This design comes from an exercise in tuning for small area on the open sky130 flow, not from production work. The RTL was checked by simulation tests, not by an equivalence proof against the original design. The clock input has no modelled driver; a real chip could not lean on it and would need a root buffer or a full tree.

==> flow/design.v (excerpt) <==
module timer_top(
	input CLOCK_50,
	input rst,
	input [1:0] KEY,
	output [6:0] SEG,
	output [3:0] POS
);
Settings: LEC_CHECK=0, ABC_AREA=1, CAP_MARGIN=20, CORE_MARGIN=2, CORE_UTILIZATION=40, SLEW_MARGIN=20; clock period 36.0 ns.
standard.sh (not shown) runs the stock make flow with config.mk's settings and CLKGATE_MAP_FILE= SYNTH_SCRIPT=/design/flow/synth_recipe.tcl, a recipe that flattens the netlist after the stock synthesis.
==> flow/flow/run.sh <==
#!/bin/bash
# Standard ORFS layout, with these changes:
#  - synthesis maps the logic with an area-oriented ABC script (flow/area.abc) and
#    without the adder extraction step; everything else in synthesis (and so every
#    register) is as standard.sh synth makes it
#  - ports are buffered with the smallest buffer
#  - the clock tree is a single clock buffer that drives every register (flow/cts.tcl)
set -euo pipefail
W=$PWD
rm -rf "$W/myscripts"
cp -r "$FLOW_HOME/scripts" "$W/myscripts"
cp "$W/flow/area.abc" "$W/myscripts/abc_area.script"
cp "$W/flow/cts.tcl" "$W/myscripts/cts.tcl"
bash "$W/standard.sh" "SCRIPTS_DIR=$W/myscripts" "ADDER_MAP_FILE=" synth > "$W/synth.log" 2>&1
bash "$W/standard.sh" "SCRIPTS_DIR=$W/myscripts" "BUFFER_PORTS_ARGS=-buffer_cell sky130_fd_sc_hd__buf_1" \
  "CLOCK_BUFFER_CELL=sky130_fd_sc_hd__clkbuf_8" finish > "$W/layout.log" 2>&1
==> flow/flow/cts.tcl <==
utl::set_metrics_stage "cts__{}"
source $::env(SCRIPTS_DIR)/load.tcl
source $::env(SCRIPTS_DIR)/lec_check.tcl
erase_non_stage_variables cts
load_design 3_place.odb 3_place.sdc
source_step_tcl PRE CTS

# Clone clock tree inverters next to register loads
# so cts does not try to buffer the inverted clocks.
repair_clock_inverters

proc save_progress { stage } {
  puts "Run 'make gui_$stage.odb' to load progress snapshot"
  orfs_write_db $::env(RESULTS_DIR)/$stage.odb
  orfs_write_sdc $::env(RESULTS_DIR)/$stage.sdc
}

# Run CTS
set cts_args [list \
  -sink_clustering_enable \
  -repair_clock_nets]

append_env_var cts_args CTS_BUF_DISTANCE -distance_between_buffers 1
append_env_var cts_args CTS_CLUSTER_SIZE -sink_clustering_size 1
append_env_var cts_args CTS_CLUSTER_DIAMETER -sink_clustering_max_diameter 1
append_env_var cts_args CTS_BUF_LIST -buf_list 1
append_env_var cts_args CTS_LIB_NAME -library 1


if { [env_var_exists_and_non_empty CTS_ARGS] } {
  set cts_args $::env(CTS_ARGS)
}

set_dont_use $::env(DONT_USE_CELLS)

# The clock tree: one clock buffer, placed at the centre of the registers,
# drives every register's clock pin (in place of clock_tree_synthesis).
set block [ord::get_db_block]
set dbu [$block getDbUnitsPerMicron]
set clk_port [lindex [get_ports -of_objects [get_clocks]] 0]
set clk_net_name [get_full_name [get_nets -of_objects $clk_port]]
set sx 0.0
set sy 0.0
set n 0
foreach inst [$block getInsts] {
  if {[[$inst getMaster] isSequential]} {
    set bb [$inst getBBox]
    set sx [expr {$sx + ([$bb xMin] + [$bb xMax]) / 2.0}]
    set sy [expr {$sy + ([$bb yMin] + [$bb yMax]) / 2.0}]
    incr n
  }
}
set cx [expr {$sx / $n / $dbu}]
set cy [expr {$sy / $n / $dbu}]
log_cmd insert_buffer -buffer_cell $::env(CLOCK_BUFFER_CELL) -net $clk_net_name \
  -location [list $cx $cy] -buffer_name clkbuf_root -net_name clknet_root
set_propagated_clock [all_clocks]

utl::push_metrics_stage "cts__{}__pre_repair_timing"
log_cmd estimate_parasitics -placement
if { $::env(DETAILED_METRICS) } {
  report_metrics 4 "cts pre-repair-timing"
}
utl::pop_metrics_stage

set_placement_padding -global \
  -left $::env(CELL_PAD_IN_SITES_DETAIL_PLACEMENT) \
  -right $::env(CELL_PAD_IN_SITES_DETAIL_PLACEMENT)

set result [catch { detailed_placement } msg]
if { $result != 0 } {
  save_progress 4_1_error
  error "Detailed placement failed in CTS: $msg"
}

log_cmd estimate_parasitics -placement

if { $::env(CTS_SNAPSHOTS) } {
  save_progress 4_1_pre_repair_hold_setup
}

if { !$::env(SKIP_CTS_REPAIR_TIMING) } {
  if { $::env(EQUIVALENCE_CHECK) } {
    write_eqy_verilog 4_before_rsz.v
  }
  if { $::env(LEC_CHECK) } {
    write_lec_verilog 4_before_rsz_lec.v
  }

  repair_timing_helper

  if { $::env(EQUIVALENCE_CHECK) } {
    run_equivalence_test
  }
  if { $::env(LEC_CHECK) } {
    write_lec_verilog 4_after_rsz_lec.v
    run_lec_test 4_rsz 4_before_rsz_lec.v 4_after_rsz_lec.v
  }

  set result [catch { detailed_placement } msg]
  if { $result != 0 } {
    save_progress 4_1_error
    error "Detailed placement failed in CTS: $msg"
  }

  check_placement -verbose
}

report_metrics 4 "cts final"

source_step_tcl POST CTS

orfs_write_db $::env(RESULTS_DIR)/4_1_cts.odb
orfs_write_sdc $::env(RESULTS_DIR)/4_cts.sdc
Other scripts of this flow, unchanged in this note and not shown: flow/flow/area.abc
The starting point did not get past clock tree synthesis (STA-2204).
Then changed:
--- a/flow/flow/run.sh
+++ b/flow/flow/run.sh
@@ -14,3 +14,3 @@
 bash "$W/standard.sh" "SCRIPTS_DIR=$W/myscripts" "ADDER_MAP_FILE=" synth > "$W/synth.log" 2>&1
 bash "$W/standard.sh" "SCRIPTS_DIR=$W/myscripts" "BUFFER_PORTS_ARGS=-buffer_cell sky130_fd_sc_hd__buf_1" \
-  "CLOCK_BUFFER_CELL=sky130_fd_sc_hd__clkbuf_8" finish > "$W/layout.log" 2>&1
+  "CLOCK_BUFFER_CELL=sky130_fd_sc_hd__clkbuf_8" "CLOCK_BUFFER_COUNT=2" finish > "$W/layout.log" 2>&1
--- a/flow/flow/cts.tcl
+++ b/flow/flow/cts.tcl
@@ -34,25 +34,39 @@
 set_dont_use $::env(DONT_USE_CELLS)
 
-# The clock tree: one clock buffer, placed at the centre of the registers,
-# drives every register's clock pin (in place of clock_tree_synthesis).
+# The clock tree: CLOCK_BUFFER_COUNT clock buffers, each placed at the centre
+# of its share of the registers (split by position), drive every register's
+# clock pin (in place of clock_tree_synthesis).
 set block [ord::get_db_block]
 set dbu [$block getDbUnitsPerMicron]
-set clk_port [lindex [get_ports -of_objects [get_clocks]] 0]
-set clk_net_name [get_full_name [get_nets -of_objects $clk_port]]
-set sx 0.0
-set sy 0.0
-set n 0
+set clk_src [get_full_name [lindex [get_property [lindex [all_clocks] 0] sources] 0]]
+set clk_net_name [[[$block findBTerm $clk_src] getNet] getName]
+set sinks {}
 foreach inst [$block getInsts] {
   if {[[$inst getMaster] isSequential]} {
     set bb [$inst getBBox]
-    set sx [expr {$sx + ([$bb xMin] + [$bb xMax]) / 2.0}]
-    set sy [expr {$sy + ([$bb yMin] + [$bb yMax]) / 2.0}]
-    incr n
+    lappend sinks [list [expr {([$bb xMin] + [$bb xMax]) / 2.0}] [expr {([$bb yMin] + [$bb yMax]) / 2.0}] [$inst getName]]
   }
 }
-set cx [expr {$sx / $n / $dbu}]
-set cy [expr {$sy / $n / $dbu}]
-log_cmd insert_buffer -buffer_cell $::env(CLOCK_BUFFER_CELL) -net $clk_net_name \
-  -location [list $cx $cy] -buffer_name clkbuf_root -net_name clknet_root
+set nbuf $::env(CLOCK_BUFFER_COUNT)
+set sinks [lsort -real -index 0 $sinks]
+set per [expr {int(ceil(double([llength $sinks]) / $nbuf))}]
+for {set g 0} {$g < $nbuf} {incr g} {
+  set group [lrange $sinks [expr {$g * $per}] [expr {($g + 1) * $per - 1}]]
+  if {[llength $group] == 0} continue
+  set sx 0.0
+  set sy 0.0
+  set pins {}
+  foreach s $group {
+    set sx [expr {$sx + [lindex $s 0]}]
+    set sy [expr {$sy + [lindex $s 1]}]
+    foreach p [get_pins -of_objects [get_cells [lindex $s 2]]] {
+      if {[get_property $p is_clock]} { lappend pins $p }
+    }
+  }
+  set cx [expr {$sx / [llength $group] / $dbu}]
+  set cy [expr {$sy / [llength $group] / $dbu}]
+  log_cmd insert_buffer -buffer_cell $::env(CLOCK_BUFFER_CELL) -net $clk_net_name \
+    -load_pins $pins -location [list $cx $cy] -buffer_name clkbuf_$g -net_name clknet_$g
+}
 set_propagated_clock [all_clocks]
 
- With this change the flow finished clean
- synthesized area does not change
- synthesized cell count stays the same
Then changed:
--- a/flow/flow/run.sh
+++ b/flow/flow/run.sh
@@ -14,3 +14,3 @@
 bash "$W/standard.sh" "SCRIPTS_DIR=$W/myscripts" "ADDER_MAP_FILE=" synth > "$W/synth.log" 2>&1
 bash "$W/standard.sh" "SCRIPTS_DIR=$W/myscripts" "BUFFER_PORTS_ARGS=-buffer_cell sky130_fd_sc_hd__buf_1" \
-  "CLOCK_BUFFER_CELL=sky130_fd_sc_hd__clkbuf_8" "CLOCK_BUFFER_COUNT=2" finish > "$W/layout.log" 2>&1
+  "CLOCK_BUFFER_CELL=sky130_fd_sc_hd__buf_4" "CLOCK_BUFFER_COUNT=3" finish > "$W/layout.log" 2>&1
--- a/flow/flow/cts.tcl
+++ b/flow/flow/cts.tcl
@@ -49,22 +49,52 @@
 }
 set nbuf $::env(CLOCK_BUFFER_COUNT)
+# start from strips of equal size across x, then refine by k-means
 set sinks [lsort -real -index 0 $sinks]
 set per [expr {int(ceil(double([llength $sinks]) / $nbuf))}]
+set assign {}
+set i 0
+foreach s $sinks { lappend assign [expr {min($nbuf - 1, $i / $per)}]; incr i }
+for {set it 0} {$it < 20} {incr it} {
+  set cxs {}
+  set cys {}
+  for {set g 0} {$g < $nbuf} {incr g} {
+    set sx 0.0
+    set sy 0.0
+    set n 0
+    foreach s $sinks a $assign {
+      if {$a == $g} {
+        set sx [expr {$sx + [lindex $s 0]}]
+        set sy [expr {$sy + [lindex $s 1]}]
+        incr n
+      }
+    }
+    if {$n == 0} { set n 1 }
+    lappend cxs [expr {$sx / $n}]
+    lappend cys [expr {$sy / $n}]
+  }
+  set assign {}
+  foreach s $sinks {
+    set best 0
+    set bd 1e30
+    for {set g 0} {$g < $nbuf} {incr g} {
+      set d [expr {abs([lindex $s 0] - [lindex $cxs $g]) + abs([lindex $s 1] - [lindex $cys $g])}]
+      if {$d < $bd} { set bd $d; set best $g }
+    }
+    lappend assign $best
+  }
+}
 for {set g 0} {$g < $nbuf} {incr g} {
-  set group [lrange $sinks [expr {$g * $per}] [expr {($g + 1) * $per - 1}]]
-  if {[llength $group] == 0} continue
-  set sx 0.0
-  set sy 0.0
   set pins {}
-  foreach s $group {
-    set sx [expr {$sx + [lindex $s 0]}]
-    set sy [expr {$sy + [lindex $s 1]}]
+  foreach s $sinks a $assign {
+    if {$a != $g} continue
     foreach p [get_pins -of_objects [get_cells [lindex $s 2]]] {
       if {[get_property $p is_clock]} { lappend pins $p }
     }
   }
-  set cx [expr {$sx / [llength $group] / $dbu}]
-  set cy [expr {$sy / [llength $group] / $dbu}]
-  log_cmd insert_buffer -buffer_cell $::env(CLOCK_BUFFER_CELL) -net $clk_net_name \
+  if {[llength $pins] == 0} continue
+  puts "clock buffer $g drives [llength $pins] registers"
+  set cx [expr {[lindex $cxs $g] / $dbu}]
+  set cy [expr {[lindex $cys $g] / $dbu}]
+  log_cmd insert_buffer -buffer_cell $::env(CLOCK_BUFFER_CELL) -net $clk_net_name \\
     -load_pins $pins -location [list $cx $cy] -buffer_name clkbuf_$g -net_name clknet_$g
 }
=> The new run died in clock tree synthesis; area after synthesis stays the same; synthesized cell count does not change.
Then changed:
--- a/flow/flow/run.sh
+++ b/flow/flow/run.sh
@@ -14,3 +14,3 @@
 bash "$W/standard.sh" "SCRIPTS_DIR=$W/myscripts" "ADDER_MAP_FILE=" synth > "$W/synth.log" 2>&1
 bash "$W/standard.sh" "SCRIPTS_DIR=$W/myscripts" "BUFFER_PORTS_ARGS=-buffer_cell sky130_fd_sc_hd__buf_1" \
-  "CLOCK_BUFFER_CELL=sky130_fd_sc_hd__buf_4" "CLOCK_BUFFER_COUNT=3" finish > "$W/layout.log" 2>&1
+  "CLOCK_BUFFER_CELL=sky130_fd_sc_hd__clkbuf_8" "CLOCK_BUFFER_COUNT=2" finish > "$W/layout.log" 2>&1
--- a/flow/flow/cts.tcl
+++ b/flow/flow/cts.tcl
@@ -49,52 +49,22 @@
 }
 set nbuf $::env(CLOCK_BUFFER_COUNT)
-# start from strips of equal size across x, then refine by k-means
 set sinks [lsort -real -index 0 $sinks]
 set per [expr {int(ceil(double([llength $sinks]) / $nbuf))}]
-set assign {}
-set i 0
-foreach s $sinks { lappend assign [expr {min($nbuf - 1, $i / $per)}]; incr i }
-for {set it 0} {$it < 20} {incr it} {
-  set cxs {}
-  set cys {}
-  for {set g 0} {$g < $nbuf} {incr g} {
-    set sx 0.0
-    set sy 0.0
-    set n 0
-    foreach s $sinks a $assign {
-      if {$a == $g} {
-        set sx [expr {$sx + [lindex $s 0]}]
-        set sy [expr {$sy + [lindex $s 1]}]
-        incr n
-      }
-    }
-    if {$n == 0} { set n 1 }
-    lappend cxs [expr {$sx / $n}]
-    lappend cys [expr {$sy / $n}]
-  }
-  set assign {}
-  foreach s $sinks {
-    set best 0
-    set bd 1e30
-    for {set g 0} {$g < $nbuf} {incr g} {
-      set d [expr {abs([lindex $s 0] - [lindex $cxs $g]) + abs([lindex $s 1] - [lindex $cys $g])}]
-      if {$d < $bd} { set bd $d; set best $g }
-    }
-    lappend assign $best
-  }
-}
 for {set g 0} {$g < $nbuf} {incr g} {
+  set group [lrange $sinks [expr {$g * $per}] [expr {($g + 1) * $per - 1}]]
+  if {[llength $group] == 0} continue
+  set sx 0.0
+  set sy 0.0
   set pins {}
-  foreach s $sinks a $assign {
-    if {$a != $g} continue
+  foreach s $group {
+    set sx [expr {$sx + [lindex $s 0]}]
+    set sy [expr {$sy + [lindex $s 1]}]
     foreach p [get_pins -of_objects [get_cells [lindex $s 2]]] {
       if {[get_property $p is_clock]} { lappend pins $p }
     }
   }
-  if {[llength $pins] == 0} continue
-  puts "clock buffer $g drives [llength $pins] registers"
-  set cx [expr {[lindex $cxs $g] / $dbu}]
-  set cy [expr {[lindex $cys $g] / $dbu}]
-  log_cmd insert_buffer -buffer_cell $::env(CLOCK_BUFFER_CELL) -net $clk_net_name \\
+  set cx [expr {$sx / [llength $group] / $dbu}]
+  set cy [expr {$sy / [llength $group] / $dbu}]
+  log_cmd insert_buffer -buffer_cell $::env(CLOCK_BUFFER_CELL) -net $clk_net_name \
     -load_pins $pins -location [list $cx $cy] -buffer_name clkbuf_$g -net_name clknet_$g
 }
Settings changed: CORE_AREA set to 2.3 2.72 59.34 59.84, CORE_MARGIN 2 to not set, CORE_UTILIZATION 40 to not set, DIE_AREA set to 0 0 61.64 62.56.
=> The changed run finished with timing, DRC and antenna clean. Synthesized cell count is unchanged. Synthesized area does not change.
In the second and fourth runs of this note the design's own scripts or RTL, not TritonCTS, make the clock network.

-- re-timing with driven ports --
The results above use ideal ports. As a check the final layouts listed here were re-extracted and re-timed, cells and wires unchanged.
Step 1 (the two cells are an assumption about what drives the block):
set clk [get_ports {CLOCK_50}]
set_driving_cell -lib_cell sky130_fd_sc_hd__clkbuf_16 $clk
set_driving_cell -lib_cell sky130_fd_sc_hd__buf_2 [delete_from_list [all_inputs] $clk]
Step 2 also shifts input and output timing later by t, the mid clock arrival at the registers, as if the neighbouring blocks saw the same clock.
Three values: ideal, step 1, step 2; two values: the first two.
run | t (ns) | setup slack, ns | clock arrival spread, ns | slew at the worst register clock pin (ns) | cell pins on the clock port's net
the second run | 0.201 | 27.325 / 27.290 / 27.411 | 0.007 / 0.007 | 0.12 / 0.12 | 2
the fourth run | 0.199 | 27.447 / 27.413 / 27.345 | 0.008 / 0.008 | 0.12 / 0.12 | 2
After both steps every run listed still meets setup and hold. The setup slack of the fourth run, which loses most, moves by -0.034 ns with the drivers and by -0.102 ns with both steps.
